From an optimization exercise on the open Yosys and OpenROAD flow, aimed at small area, a short achievable clock period and few clock cycles; shortcuts taken in it are not production practice.
Function was not checked in any run shown here: the RTL went through the layout flow alone.

[flow/constraint.sdc]
create_clock -name core_clock -period 7.0 [get_ports {i_clk}]
set_input_delay 1.4000 -clock core_clock [delete_from_list [all_inputs] [get_ports {i_clk}]]
set_output_delay 1.4000 -clock core_clock [all_outputs]
set_load 0.01 [all_outputs]
[flow/design.v]
module ALU #(
    parameter DATA_W = 32
)
(
    input                       i_clk,    
    input                       i_rst_n,  
    input                       i_valid,  
    input [DATA_W - 1 : 0]      i_A,      
    input [DATA_W - 1 : 0]      i_B,      
    input [         2 : 0]      i_inst,   
    output [2*DATA_W - 1 : 0]   o_data,   
    output                      o_done    
);
    reg         s_ex, s_mul, s_mulf, s_div, s_divc;
    reg         busy;       
    reg         done;
    reg         y_hc;       
    reg         inv;        
    reg         x_rs;       
    reg  [4:0]  cnt;
    reg  [31:0] hi, lo;     
    reg  [31:0] opb;        
    reg  [31:0] hc;         
    reg         cy;         
    reg         rs;         
    reg         satf, sats; 
    assign o_data = {hi, satf ? {sats, {31{~sats}}} : lo};
    assign o_done = done;
    wire [35:0] p0 = {4'd0, opb & {32{lo[0]}}};
    wire [35:0] p1 = {3'd0, opb & {32{lo[1]}}, 1'b0};
    wire [35:0] p2 = {2'd0, opb & {32{lo[2]}}, 2'b0};
    wire [35:0] p3 = {1'd0, opb & {32{lo[3]}}, 3'b0};
    wire [35:0] p4 = {4'd0, hi};
    wire [35:0] p5 = {4'd0, hc};
    wire [35:0] s1a = p0 ^ p1 ^ p2;
    wire [35:0] c1a = {((p0 & p1) | (p0 & p2) | (p1 & p2)), 1'b0};
    wire [35:0] s1b = p3 ^ p4 ^ p5;
    wire [35:0] c1b = {((p3 & p4) | (p3 & p5) | (p4 & p5)), 1'b0};
    wire [35:0] s2  = s1a ^ c1a ^ s1b;
    wire [35:0] c2  = {((s1a & c1a) | (s1a & s1b) | (c1a & s1b)), 1'b0};
    wire [35:0] s3  = s2 ^ c2 ^ c1b;
    wire [35:0] c3  = {((s2 & c2) | (s2 & c1b) | (c2 & c1b)), 1'b0};
    wire [4:0]  nib = {1'b0, s3[3:0]} + {1'b0, c3[3:0]} + {4'd0, cy};
    wire        op_as  = (i_inst == 3'd0) | (i_inst == 3'd1);
    wire        op_sub = (i_inst == 3'd1) | (i_inst == 3'd4);
    wire        op_lo  = (i_inst == 3'd2) | (i_inst == 3'd3);
    wire        op_mul = (i_inst == 3'd6);
    wire        op_div = (i_inst == 3'd7);
    wire [31:0] xa    = busy ? hi : i_A;
    wire        xs    = busy ? (x_rs & rs) : i_A[31];
    wire [31:0] yb    = busy ? (y_hc ? hc : opb) : i_B;
    wire        ysb   = ~busy & i_B[31];
    wire        yi    = busy ? inv : op_sub;
    wire [31:0] ya    = yb ^ {32{yi}};
    wire        ys    = ysb ^ yi;
    wire        ac    = yi | (y_hc & cy);
    wire [35:0] sum;
    pfx_add #(36) u_add (.a({{4{xs}}, xa}), .b({{4{ys}}, ya}), .c(ac), .s(sum));
    integer k;
    reg  [31:0] brev;
    always @(*) for (k = 0; k < 32; k = k + 1) brev[k] = opb[31-k];
    wire [31:0] shin  = busy ? brev : i_A;
    wire [4:0]  shamt = busy ? cnt : i_B[4:0];
    wire        fill  = ~busy & i_A[31];
    wire [63:0] shx   = {{32{fill}}, shin} >> shamt;
    reg  [31:0] bnorm;
    always @(*) for (k = 0; k < 32; k = k + 1) bnorm[k] = shx[31-k];
    wire        bbig  = |i_B[31:5];
    wire [31:0] sra   = bbig ? {32{i_A[31]}} : shx[31:0];
    reg  [4:0]  clzb, clza;
    always @(*) begin
        clzb = 5'd31;
        clza = 5'd31;
        for (k = 0; k < 32; k = k + 1) begin
            if (i_B[k]) clzb = 5'd31 - k[4:0];
            if (i_A[k]) clza = 5'd31 - k[4:0];
        end
    end
    wire        bzero = ~|i_B;
    wire [5:0]  dlz   = {1'b0, clzb} - {1'b0, clza};
    wire        aless = dlz[5];             
    wire        dp0   = (dlz == 6'd0);      
    wire        dnow  = bzero | aless;      
    wire        ovf   = sum[32] ^ sum[31];
    wire        rneg  = sum[32];
    reg  [31:0] lo_iss;
    always @(*) begin
        case (i_inst)
            3'd0, 3'd1: lo_iss = sum[31:0];
            3'd2:       lo_iss = i_A & i_B;
            3'd3:       lo_iss = i_A | i_B;
            3'd4:       lo_iss = {31'd0, rneg};
            3'd5:       lo_iss = sra;
            3'd6:       lo_iss = i_A;
            default:    lo_iss = bzero ? 32'h7fffffff : (aless | dp0) ? 32'd0 : i_A;
        endcase
    end
    wire        last  = (cnt == 5'd0);
    wire        go      = ~busy & i_valid;
    wire        n_ex    = go & op_div & ~dnow & ~dp0;
    wire        n_mul   = (go & op_mul) | (s_mul & ~last);
    wire        n_mulf  = s_mul & last;
    wire        n_div   = (go & op_div & ~dnow & dp0) | s_ex | (s_div & ~last);
    wire        n_divc  = s_div & last & rneg;
    wire        n_done  = (go & ~op_mul & ~(op_div & ~dnow)) |
                          s_mulf | s_divc | (s_div & last & ~rneg);
    always @(posedge i_clk or negedge i_rst_n) begin
        if (!i_rst_n) begin
            s_ex   <= 1'b0;
            s_mul  <= 1'b0;
            s_mulf <= 1'b0;
            s_div  <= 1'b0;
            s_divc <= 1'b0;
            busy   <= 1'b0;
            done   <= 1'b0;
        end else begin
            s_ex   <= n_ex;
            s_mul  <= n_mul;
            s_mulf <= n_mulf;
            s_div  <= n_div;
            s_divc <= n_divc;
            busy   <= n_ex | n_mul | n_mulf | n_div | n_divc;
            done   <= n_done;
        end
    end
    always @(posedge i_clk) begin
        x_rs  <= n_div | n_divc;
        y_hc  <= n_mulf;
        inv   <= (go & op_div) | s_ex | (s_div & ~last & ~rneg);
        cy    <= busy ? nib[4] : 1'b0;
        rs    <= (s_div | s_divc) ? rneg : 1'b0;
        hc    <= busy ? c3[35:4] : 32'd0;
        cnt   <= busy ? (s_ex ? cnt : cnt - 5'd1) : (i_inst[0] ? dlz[4:0] : 5'd7);
        satf  <= ~busy & op_as & ovf;
        sats  <= rneg;
        if (!busy)       hi <= (op_div & (dnow | dp0)) ? i_A : 32'd0;
        else if (s_ex)   hi <= lo;
        else if (s_mul)  hi <= s3[35:4];
        else             hi <= sum[31:0];
        if (!busy)       lo <= lo_iss;
        else if (s_ex)   lo <= 32'd0;
        else if (s_mul)  lo <= {nib[3:0], lo[31:4]};
        else if (s_div)  lo <= {lo[30:0], ~rneg};
        if (!busy)       opb <= i_B;
        else if (s_ex)   opb <= bnorm;
        else if (s_div & ~last) opb <= {1'b0, opb[31:1]};
    end
endmodule
module pfx_add #(parameter N = 36) (
    input  [N-1:0] a,
    input  [N-1:0] b,
    input          c,
    output [N-1:0] s
);
    localparam L = $clog2(N + 1);
    wire [N:0] g [0:L];
    wire [N:0] p [0:L];
    assign g[0] = {a & b, c};
    assign p[0] = {a ^ b, 1'b0};
    genvar i, j;
    generate
        for (i = 0; i < L; i = i + 1) begin : lv
            for (j = 0; j <= N; j = j + 1) begin : bt
                if ((j >> i) & 1) begin : m
                    assign g[i+1][j] = g[i][j] | (p[i][j] & g[i][((j >> i) << i) - 1]);
                    assign p[i+1][j] = p[i][j] & p[i][((j >> i) << i) - 1];
                end else begin : t
                    assign g[i+1][j] = g[i][j];
                    assign p[i+1][j] = p[i][j];
                end
            end
        end
    endgenerate
    assign s = p[0][N:1] ^ g[L][N-1:0];
endmodule
[flow/run.sh]
#!/bin/bash
# synth_recipe.tcl (not shown) runs the flow's synth.tcl, then flattens the netlist and writes it again
# the make line also repeats each setting of config.mk as NAME=value (left out here)
make -C /OpenROAD-flow-scripts/flow DESIGN_CONFIG=/design/flow/config.mk WORK_HOME=/design/flow/orfs CLKGATE_MAP_FILE= SYNTH_SCRIPT=/design/flow/synth_recipe.tcl finish
[flow/config.mk]
export PLATFORM = sky130hd
export DESIGN_NAME = ALU
export DESIGN_NICKNAME = ALU
export VERILOG_FILES = /design/flow/design.v
export SDC_FILE = /design/flow/constraint.sdc
export NUM_CORES = 4
export LEC_CHECK = 0
export CAP_MARGIN = 20
export CORE_MARGIN = 2
export CORE_UTILIZATION = 40
export SETUP_SLACK_MARGIN = 2.5
export SLEW_MARGIN = 20
==> results.sh, run 1 <==
export IMPL_status="complete, no violations"
export IMPL_cts_tree="done"
export IMPL_fin_crit_ns=5.29
export IMPL_ff2ff_path_depth=18
export IMPL_clockBufferDepth=2
export IMPL_yosysMostFrequentCell="inv_1"
export IMPL_synth_compound_area_share_pct=21.6
export IMPL_slowest_delay_ns=0.47
export IMPL_cp_num_buf_inv=4
export IMPL_critPathRequiredTime_ns=7.35
export IMPL_synthXorXnorAreaFrac_pct=3.45
export IMPL_relSlewSlack_pct=19.2
export IMPL_rrSetupSlack_ns=1.98
export IMPL_fin_skew_ns=0.0180
export IMPL_hpwl_mm=62.0
export IMPL_synth_edff_count=69
export IMPL_worstSkewPairLatency_ns=0.49
export IMPL_synth_top_area_share_pct=14.6
export IMPL_synthCells=2086
export IMPL_drv_slew=0
export IMPL_wl_mm=85.7
export IMPL_vias=18100
export IMPL_endpoint_kind="flip-flop"
export IMPL_core_area_sq_um=44000
export IMPL_path_cells="buf_6 > xor2_2 > a22o_4 > buf_6 > xor2_1 > ha_1 > o21a_1 > o21ai_4 > o31ai_4 > a31oi_4 > inv_2 > a41oi_4 > o21ai_2 > a21oi_2 > fa_2 > xor2_2 > xor2_2 > buf_4 > o21ai_2 > or4_1"
export IMPL_ant_nets=0
export IMPL_die_area_sq_um=46200
export IMPL_synth_nets=2336
export IMPL_critical_path_top_delay_family="compound AO/OA/AOI/OAI gates"
export IMPL_fin_crit_sh_pct=75.6
export IMPL_overflow=0
export IMPL_cap_viol_max_count=0
export IMPL_ys_seq_elements=147
export IMPL_synth_mux_area_share_pct=13.2
export IMPL_grt_pass1_wl_mm=124
export IMPL_cp_common_cell="xor2_2"
export IMPL_yosys_warnings=2
export IMPL_min_path_type="reg -> reg"
export IMPL_multi_input_area_sq_um=13600
export IMPL_yosys_area_share_simple_pct=15.5
export IMPL_post_route_drc_count=0
export IMPL_areaGrowthSynthToFinish_pct=24.2
export IMPL_cts_max_level=4
export IMPL_crit_fanout=8
export IMPL_tns_ns=0
export IMPL_ys_top_cells_by_count="inv_1 (186), nand2_1 (169), a21oi_1 (168), and2_1 (163), nor2_1 (133)"
export IMPL_die_width_um=215
export IMPL_grt_usage_pct=36.5
export IMPL_nets=2484
export IMPL_port_buffers=134
export IMPL_grt_max_degree=57
export IMPL_drive_gt1_share_pct=19.3
export IMPL_cp_arrival_ns=5.64
export IMPL_fill_cells=4209
export IMPL_fmax_mhz=189
export IMPL_worstSetupPathType="in -> reg"
export IMPL_clkTransAtPathRegs_ns=0.07
export IMPL_rows=77
export IMPL_yosys_top_cells_area="fa_1 (15%), edfxtp_1 (12%), dfxtp_1 (8.0%), mux2i_1 (7.3%), and2_1 (5.7%)"
export IMPL_antenna_found_initial=3
export IMPL_cp_slowest_cell="or4_1"
export IMPL_syn_mean_instance_area_sq_um=8.52
export IMPL_worstMarginPinSlew_ns=1.21
export IMPL_ys_types=78
export IMPL_ff_latch_area_sq_um=3680
export IMPL_synth_top_family_by_area="compound AO/OA/AOI/OAI gates"
export IMPL_ios=135
export IMPL_ys_seq_area_share_pct=20.6
export IMPL_cp_num_cells=20
export IMPL_gp_congestion=1.01
export IMPL_drt_iter0_drc=2180
export IMPL_first_pass_iters=8
export IMPL_clock_root_buffer="clkbuf_16"
export IMPL_startpoint_type="primary input"
export IMPL_grt_pass1_vias=18000
export IMPL_wl_per_cell_um=30.2
export IMPL_start_util_pct=40.4
export IMPL_vias_per_cell=6.38
export IMPL_r2r_end="busy$_DFF_PN0_"
export IMPL_synth_ff_type="dfxtp_1"
export IMPL_clock_sinks=147
export IMPL_reg2reg_from="busy$_DFF_PN0_"
export IMPL_cts_buffers=17
export IMPL_worstSetupEndpoint="busy$_DFF_PN0_"
export IMPL_die_h_um=215
export IMPL_syn_area_sq_um=17800
export IMPL_synthAdderAreaFrac_pct=18.2
export IMPL_setup_viol=0
export IMPL_rsz0062_at_grt="yes"
export IMPL_finalHoldViolations=0
export IMPL_synth_async_reset_ratio_pct=4.76
export IMPL_yosysTopAreaCell="fa_1"
export IMPL_crit_path_start="i_inst[2]"
-- routing by layer --
| metal | vias to the layer above | part of all wire (%) | GRT usage, % |
|---|---|---|---|
| met5 | - | 0.015 | 0 |
| li1 | 7663 | - | - |
| met1 | 9041 | 40 | 47.2 |
| met4 | 2 | 5.0 | 17.5 |
| met2 | 1137 | 46 | 58.5 |
| met3 | 273 | 8.9 | 7.62 |
-- state kept, by name, indices dropped and copies added, names as in the netlist --
signal,count
busy,1
cnt,5
cy,1
done,1
hc,32
hi,32
inv,1
lo,32
opb,32
rs,1
s_div,1
s_divc,1
s_ex,1
s_mul,1
s_mulf,1
satf,1
sats,1
x_rs,1
y_hc,1
-- worst min path at each step --
stage	startpoint	to	slack (ns)	cells after the start
3_3_place_gp	s_mulf$_DFF_PN0_	done$_DFF_PN0_	0.49	2
3_5_place_dp	s_mulf$_DFF_PN0_	done$_DFF_PN0_	0.49	2
6_report	s_mulf$_DFF_PN0_	done$_DFF_PN0_	0.49	2
2_1_floorplan	s_mulf$_DFF_PN0_	done$_DFF_PN0_	0.44	2
5_1_grt	s_mulf$_DFF_PN0_	done$_DFF_PN0_	0.53	2
4_1_cts	s_mulf$_DFF_PN0_	done$_DFF_PN0_	0.51	2
-- cell type report --
class                           count  share of cell area [%]
Antenna cell                        2                  0.0227
Inverter                          186                    3.16
Tap cell                          592                    3.35
Multi-Input combinational cell   1598                    61.8
Clock buffer                       21                    2.14
Sequential cell                   147                    16.7
Clock inverter                     11                   0.334
Timing Repair Buffer              284                    12.6
-- through the flow --
step | instance area [sq um] | cells | hold WS, ns | util, % | setup slack, ns
after floorplan | 18100 | 2086 | 0.438 | - | 1.54
after global placement | 20000 | 2727 | 0.489 | 45.3 | 0.516
after global routing | 22100 | 2839 | 0.530 | 50.2 | 1.61
after CTS | 21400 | 2808 | 0.507 | 48.7 | 1.63
final | 22100 | 2841 | 0.487 | 50.2 | 1.71
after detailed placement | 20000 | 2727 | 0.489 | 45.3 | 0.438
-- worst min-delay path: stages (launching register included) --
cell	delay (ns)
dfrtp_1	0.33
nor2_1	0.04
o211ai_1	0.07
-- what timing repair did --
| item | 4_1_cts | 5_1_grt |
|---|---|---|
| endpoints found under the hold margin | 0 | 0 |
| setup endpoints to repair | 92 | 86 |
| gates resized for setup | 205 | 118 |
| pin swaps | 81 | 72 |
| hold buffers | 0 | 0 |
| setup buffers | 43 | 31 |
| cloned | 6 | 0 |
-- kinds of logic after synthesis --
kind of cell               count (synthesis)
xor gates and xnor gates                  70
and+or+nand+nor                          559
adders and majority gates                180
DFF                                      147
buffers and inverters                    341
muxes                                    196
AOI/OAI and AO/OA                        593
-- layout by cell type (no fill, tap or decap), drive strengths merged, types with 25 or more instances in the layout --
| master | synthesis | final |
|---|---|---|
| a21oi | 168 | 168 |
| and2 | 163 | 163 |
| buf | 35 | 162 |
| clkbuf | 120 | 29 |
| clkdlybuf4s50 | 0 | 81 |
| dfxtp | 71 | 71 |
| edfxtp | 69 | 69 |
| fa | 130 | 130 |
| ha | 50 | 50 |
| inv | 186 | 191 |
| mux2 | 38 | 38 |
| mux2i | 133 | 133 |
| mux4 | 25 | 25 |
| nand2 | 169 | 169 |
| nor2 | 134 | 134 |
| o211ai | 38 | 38 |
| o21a | 44 | 44 |
| o21ai | 130 | 130 |
| o31ai | 31 | 31 |
| xnor2 | 25 | 25 |
| xor2 | 45 | 45 |
==> run 2, diff against run 1 <==
--- a/flow/design.v
+++ b/flow/design.v
@@ -55,6 +55,6 @@
     wire        ys    = ysb ^ yi;
     wire        ac    = yi | (y_hc & cy);
-    wire [35:0] sum;
-    pfx_add #(36) u_add (.a({{4{xs}}, xa}), .b({{4{ys}}, ya}), .c(ac), .s(sum));
+    wire [32:0] sum;
+    pfx_add #(33) u_add (.a({xs, xa}), .b({ys, ya}), .c(ac), .s(sum));
     integer k;
     reg  [31:0] brev;
==> results.sh, run 2 <==
export IMPL_status="complete, no violations"
export IMPL_synthCells=2127
export IMPL_wl_mm=86.4
export IMPL_cap_viol_max_count=0
export IMPL_worstHoldStart="s_mulf$_DFF_PN0_"
export IMPL_yosys_warnings=2
export IMPL_drt_iter0_drc=2175
export IMPL_startpoint_type="primary input"
export IMPL_cp_arrival_ns=5.83
export IMPL_areaGrowthSynthToFinish_pct=24.5
export IMPL_rows=77
export IMPL_synth_top_family_by_area="compound AO/OA/AOI/OAI gates"
export IMPL_nets=2540
export IMPL_grt_usage_pct=36.4
export IMPL_min_path_type="reg -> reg"
export IMPL_endpoint_kind="flip-flop"
export IMPL_tns_ns=0
export IMPL_first_pass_iters=5
export IMPL_antenna_found_initial=0
export IMPL_clkTransAtPathRegs_ns=0.07
export IMPL_rrSetupSlack_ns=1.70
export IMPL_min_delay_path_depth=2
export IMPL_overflow=0
export IMPL_die_area_sq_um=46400
export IMPL_setup_viol=0
export IMPL_synth_compound_area_share_pct=21.1
export IMPL_wl_per_cell_um=29.9
export IMPL_yosys_top_cells_area="fa_1 (15%), edfxtp_1 (12%), dfxtp_1 (8.0%), mux2i_1 (7.7%), and2_1 (5.8%)"
export IMPL_worstMarginPinSlew_ns=0.988
export IMPL_design_area_sq_um=22200
export IMPL_start_util_pct=40.5
export IMPL_ff2ff_path_depth=21
export IMPL_hpwl_mm=62.8
export IMPL_crit_fanout=6
export IMPL_fmax_mhz=182
export IMPL_final_common_cell="inv_1"
export IMPL_yosys_area_share_simple_pct=17.3
export IMPL_worstSkewPairLatency_ns=0.49
export IMPL_final_cell_mix="inv_1 (180), nand2_1 (170), and2_1 (164)"
export IMPL_yosysTopAreaCell="fa_1"
export IMPL_finalHoldViolations=0
export IMPL_fin_crit_sh_pct=78.5
export IMPL_ys_seq_elements=147
export IMPL_clock_root_buffer="clkbuf_16"
export IMPL_ant_nets=0
export IMPL_drv_slew=0
export IMPL_reg2reg_from="busy$_DFF_PN0_"
export IMPL_synth_nets=2377
export IMPL_n_antenna_cell=0
export IMPL_syn_mean_instance_area_sq_um=8.40
export IMPL_clock_sinks=147
export IMPL_vias=18300
export IMPL_r2r_end="lo[0]$_DFFE_PP_"
export IMPL_critPathRequiredTime_ns=7.34
export IMPL_cts_tree="done"
export IMPL_ys_seq_area_share_pct=20.5
export IMPL_synth_ff_type="dfxtp_1"
export IMPL_die_width_um=215
export IMPL_clockBufferDepth=2
export IMPL_fin_skew_ns=0.0231
export IMPL_holdPathEnd="done$_DFF_PN0_"
export IMPL_die_h_um=215
export IMPL_ys_types=83
export IMPL_grt_max_degree=107
export IMPL_core_area_sq_um=44100
export IMPL_yosysMostFrequentCell="inv_1"
export IMPL_synth_async_reset_ratio_pct=4.76
export IMPL_cts_max_level=4
export IMPL_post_route_drc_count=0
export IMPL_syn_area_sq_um=17900
export IMPL_ios=135
export IMPL_synthAdderAreaFrac_pct=18.1
export IMPL_drive_gt1_share_pct=17.8
export IMPL_ys_top_cells_by_count="inv_1 (182), a21oi_1 (175), nand2_1 (174), and2_1 (166), nor2_1 (146)"
export IMPL_rsz0062_at_grt="yes"
export IMPL_synthXorXnorAreaFrac_pct=3.19
export IMPL_postCtsHoldBufs=0
export IMPL_fin_crit_ns=5.49
export IMPL_gp_congestion=0.976
export IMPL_worstSetupPathType="in -> reg"
export IMPL_synth_top_area_share_pct=14.6
export IMPL_vias_per_cell=6.30
export IMPL_placed_area_sq_um=20100
export IMPL_relSlewSlack_pct=33.2
export IMPL_synth_edff_count=69
export IMPL_cts_buffers=17
export IMPL_synth_mux_area_share_pct=12.2
export IMPL_grt_pass1_vias=18100
export IMPL_port_buffers=134
export IMPL_grt_pass1_wl_mm=124
[run 2: changes by cell type in the layout (fill, tap and decap cells not counted), moves of 12 or more]
cell	before	now
a211oi_1	20	4
nor2_1	116	133
o21ai_1	19	51
clkdlybuf4s50_1	81	99
nor3_1	12	24
o211ai_1	38	21
nand2b_1	3	26
[run 2: worst max-delay path by stage]
| stage | startpoint | to | slack (ns) | cells after the start |
|---|---|---|---|---|
| after global placement | i_B[4] | hi[16]$_DFF_P_ | 0.32 | 20 |
| after CTS | i_B[4] | lo[2]$_DFFE_PP_ | 1.62 | 22 |
| after floorplan | i_inst[0] | busy$_DFF_PN0_ | 1.76 | 21 |
| after global routing | i_A[12] | lo[0]$_DFFE_PP_ | 1.42 | 21 |
| after detailed placement | i_A[4] | hi[16]$_DFF_P_ | 0.32 | 20 |
| final | i_inst[0] | lo[0]$_DFFE_PP_ | 1.51 | 21 |
[run 2: what timing repair did]
item,in CTS,in global routing
setup endpoints to repair,82,79
cloned,2,4
resized for setup,177,79
buffers inserted,54,33
pin swaps,72,63
[run 2: kinds of logic (layout without fill, tap and decap cells)]
family,count (synthesis),count (layout)
and+or+nand+nor,622,622
AOI/OAI and AO/OA,592,593
buffers and inverters,333,508
muxes,188,188
adders and majority gates,180,180
DFF,147,147
xor gates and xnor gates,65,65
[run 2: layout make-up]
type,instances,area [sq um]
fillers,4275,21900
multi-input cells,1648,13600
flip-flops and latches,147,3680
repair buffers,293,2890
well taps,592,741
inverters,183,687
clock buffers,25,571
clock inverters,7,55.1
[run 2: routing by layer]
layer | wire (um) | vias up | GRT usage, %
li1 | - | 7770 | -
met1 | 35100 | 9115 | 48.1
met2 | 38900 | 1124 | 57.6
met4 | 4300 | 0 | 15.4
met3 | 8110 | 241 | 7.95
met5 | 0 | - | 0
[run 2: critical path: stages]
cell and delay, ns:
buf_6 0.11, xor2_4 0.19, a22o_4 0.32, buf_12 0.18, xor2_2 0.17, ha_1 0.36, nand4_1 0.16, nor3_4 0.44
o2111ai_4 0.20, a21oi_4 0.20, nor2_2 0.06, o21ai_2 0.19, o21a_1 0.18, nor2_2 0.04, fa_2 0.38, xor2_4 0.21
xor2_4 0.25, o31ai_2 0.26, a21oi_1 0.11, o32a_1 0.30, o21ai_1 0.07
[run 2: stage by stage]
step / hold WS, ns / std cells / util, % / setup slack [ns]
after floorplan: 0.448 / 2127 / - / 1.76
after global placement: 0.469 / 2769 / 45.5 / 0.324
after detailed placement: 0.491 / 2769 / 45.5 / 0.322
after CTS: 0.502 / 2857 / 48.6 / 1.62
after global routing: 0.533 / 2895 / 50.4 / 1.42
final: 0.502 / 2895 / 50.4 / 1.51
==> run 3, diff against run 2 <==
--- a/flow/design.v
+++ b/flow/design.v
@@ -25,5 +25,6 @@
     reg         rs;         
     reg         satf, sats; 
-    assign o_data = {hi, satf ? {sats, {31{~sats}}} : lo};
+    reg         sltf;       
+    assign o_data = {hi, satf ? {sats, {31{~sats}}} : {lo[31:1], lo[0] | sltf}};
     assign o_done = done;
     wire [35:0] p0 = {4'd0, opb & {32{lo[0]}}};
@@ -90,5 +91,5 @@
             3'd2:       lo_iss = i_A & i_B;
             3'd3:       lo_iss = i_A | i_B;
-            3'd4:       lo_iss = {31'd0, rneg};
+            3'd4:       lo_iss = 32'd0;
             3'd5:       lo_iss = sra;
             3'd6:       lo_iss = i_A;
@@ -134,4 +135,5 @@
         satf  <= ~busy & op_as & ovf;
         sats  <= rneg;
+        sltf  <= ~busy & (i_inst == 3'd4) & rneg;
         if (!busy)       hi <= (op_div & (dnow | dp0)) ? i_A : 32'd0;
         else if (s_ex)   hi <= lo;
--- a/flow/config.mk
+++ b/flow/config.mk
@@ -9,4 +9,4 @@
 export CORE_MARGIN = 2
 export CORE_UTILIZATION = 40
-export SETUP_SLACK_MARGIN = 2.5
+export SETUP_SLACK_MARGIN = 2.0
 export SLEW_MARGIN = 20
==> results.sh, run 3 <==
export IMPL_fin_crit_ns=5.18
export IMPL_vias_per_cell=6.47
export IMPL_relSlewSlack_pct=28.0
export IMPL_cp_slowest_cell="or4_1"
export IMPL_die_area_sq_um=47000
export IMPL_start_util_pct=40.8
export IMPL_worstMarginPinSlew_ns=1.08
export IMPL_drv_slew=0
export IMPL_grt_usage_pct=36.1
export IMPL_fin_crit_sh_pct=74.1
export IMPL_cts_max_level=4
export IMPL_ff_latch_area_sq_um=3690
export IMPL_multi_input_area_sq_um=13900
export IMPL_fill_cells=4256
export IMPL_setup_viol=0
export IMPL_ys_seq_area_share_pct=20.4
export IMPL_ant_nets=0
export IMPL_rrSetupSlack_ns=1.93
export IMPL_ys_types=89
export IMPL_syn_mean_instance_area_sq_um=8.46
export IMPL_rsz0062_at_grt="yes"
export IMPL_worstSetupPathType="in -> reg"
export IMPL_synth_ff_type="dfxtp_1"
export IMPL_yosysMostFrequentCell="inv_1"
export IMPL_worstHoldStart="s_mulf$_DFF_PN0_"
export IMPL_wl_per_cell_um=29.9
export IMPL_postCtsHoldBufs=0
export IMPL_path_cells="buf_8 > xnor2_4 > o31ai_4 > buf_12 > buf_8 > buf_16 > buf_4 > xor2_1 > ha_1 > and3_4 > nand2_2 > a2bb2oi_4 > a32oi_2 > nand2_2 > o21ai_4 > a21oi_2 > fa_2 > xor2_4 > xnor2_4 > nand3_2 > o311ai_4 > or4_1"
export IMPL_cp_arrival_ns=5.53
export IMPL_first_pass_iters=8
export IMPL_overflow=0
export IMPL_clock_sinks=148
export IMPL_synth_top_area_share_pct=14.4
export IMPL_min_path_type="reg -> reg"
export IMPL_yosys_top_cells_area="fa_1 (14%), edfxtp_1 (11%), dfxtp_1 (8.0%), mux2i_1 (6.1%), and2_1 (5.7%)"
export IMPL_dp_slack_ns=0.595
export IMPL_synthCells=2142
export IMPL_post_route_drc_count=0
export IMPL_slowest_delay_ns=0.41
export IMPL_ios=135
export IMPL_synth_edff_count=69
export IMPL_crit_fanout=6
export IMPL_ff2ff_path_depth=17
export IMPL_core_area_sq_um=44400
export IMPL_cts_buffers=17
export IMPL_drive_gt1_share_pct=17.5
export IMPL_final_common_cell="inv_1"
export IMPL_status="complete, no violations"
export IMPL_grt_max_degree=70
export IMPL_fin_skew_ns=0.0304
export IMPL_drt_iter0_drc=2255
export IMPL_clockBufferDepth=2
export IMPL_wl_mm=85.9
export IMPL_die_h_um=217
export IMPL_port_buffers=134
export IMPL_startpoint_type="primary input"
export IMPL_areaGrowthSynthToFinish_pct=23.5
export IMPL_worstSkewPairLatency_ns=0.49
export IMPL_syn_area_sq_um=18100
export IMPL_endpoint_kind="flip-flop"
export IMPL_final_cell_mix="inv_1 (185), nand2_1 (175), and2_1 (164)"
export IMPL_finalNonFillerCells=2870
export IMPL_cap_viol_max_count=0
export IMPL_holdPathEnd="done$_DFF_PN0_"
export IMPL_worst_slack_ns=1.82
export IMPL_hpwl_mm=61.7
export IMPL_yosysTopAreaCell="fa_1"
export IMPL_r2r_end="busy$_DFF_PN0_"
export IMPL_critPathRequiredTime_ns=7.34
export IMPL_clock_root_buffer="clkbuf_16"
export IMPL_dp_cells=2771
export IMPL_synth_nets=2392
export IMPL_grt_pass1_wl_mm=124
export IMPL_antenna_found_initial=1
export IMPL_ys_top_cells_by_count="inv_1 (188), nand2_1 (182), a21oi_1 (177), and2_1 (164), nor2_1 (142)"
export IMPL_yosys_warnings=2
export IMPL_tns_ns=0
export IMPL_vias=18600
export IMPL_nets=2513
export IMPL_cts_tree="done"
export IMPL_min_delay_path_depth=2
export IMPL_synth_async_reset_ratio_pct=4.73
export IMPL_clkTransAtPathRegs_ns=0.07
export IMPL_rows=77
export IMPL_fmax_mhz=193
export IMPL_die_width_um=217
export IMPL_ys_seq_elements=148
export IMPL_grt_pass1_vias=18100
export IMPL_gp_congestion=1.06
export IMPL_reg2reg_from="busy$_DFF_PN0_"
export IMPL_finalHoldViolations=0
[run 3: worst max-delay path: cells and delay by family]
family | cells | cell delay, ns
buf+inv | 5 | 0.73
compound gates | 6 | 1.09
fa+ha+maj | 2 | 0.74
simple gates | 5 | 0.95
xor+xnor | 4 | 0.59
[run 3: what timing repair did]
item	CTS	global route
pin swaps	78	69
endpoints found under the setup margin	74	67
hold endpoints to repair	0	0
resized for setup	192	126
gates cloned	9	0
setup buffers	36	20
[run 3: area by class of cell]
class,count,share of cell area [%]
clock buffer,20,1.95
antenna,2,0.0224
multi-input combinational,1642,62.2
clock inverter,12,0.576
sequential,148,16.5
inverter,188,3.15
timing repair buffer,266,12.3
tap,592,3.31
[run 3: worst max-delay path by stage]
stage | start | to | slack, ns | depth (start not counted)
floorplan | i_inst[0] | busy$_DFF_PN0_ | 1.76 | 20
global placement | i_B[2] | lo[0]$_DFFE_PP_ | 0.68 | 19
detailed placement | i_B[2] | hi[26]$_DFF_P_ | 0.59 | 19
CTS | i_inst[0] | busy$_DFF_PN0_ | 1.84 | 22
global route | i_inst[0] | lo[0]$_DFFE_PP_ | 1.73 | 21
finish | i_inst[0] | busy$_DFF_PN0_ | 1.82 | 22
[run 3: routing by layer]
metal / routed length [um] / up-vias / GRT usage (%)
met5: 0 / - / 0
met4: 5850 / 0 / 20.3
met3: 9610 / 297 / 9.29
met2: 37100 / 1228 / 54.3
met1: 33300 / 9253 / 47.2
li1: - / 7802 / -
[run 3: kinds of logic after synthesis]
| kind of cell | share of synthesized area, % |
|---|---|
| compound gates | 21.8 |
| buf+inv | 7.82 |
| fa+ha+maj | 17.9 |
| simple gates | 17.2 |
| flops | 20.4 |
| xor+xnor | 3.38 |
| mux | 11.5 |
[run 3: metrics by stage]
step / hold WS (ns) / cell area, sq um / util, %
global route: 0.505 / 22400 / 50.4
CTS: 0.481 / 21800 / 49.0
finish: 0.474 / 22400 / 50.4
detailed placement: 0.466 / 20200 / 45.4
floorplan: 0.438 / 18200 / -
global placement: 0.460 / 20100 / 45.4

==> what the ideal ports hide <==
How much do the figures lean on ideal ports? The routed layouts below were timed once more, with nothing changed but the port constraints. Step 1: set_driving_cell puts a clkbuf_16 on i_clk and a buf_2 on each other input, an assumption about the parent block. Step 2 moves the port delays by t, midway between the first and last clock arrival at a register: inputs arrive t later, outputs are due t later. That takes back most of the time a late clock gives input paths. Three values: ideal, step 1, step 2; two values: the first two.
run | t (ns) | setup WS [ns] | worst setup path at the end | cell pins on the clock port's net
run 1 | 0.544 | 1.709 / 1.738 / 1.194 | input to register | 1
run 2 | 0.536 | 1.506 / 1.533 / 0.997 | input to register | 1
run 3 | 0.532 | 1.816 / 1.824 / 1.292 | input to register | 1
After both steps every run listed still meets setup and hold. The setup slack of run 3, which loses most, moves by +0.008 ns with the drivers and by -0.524 ns with both steps.
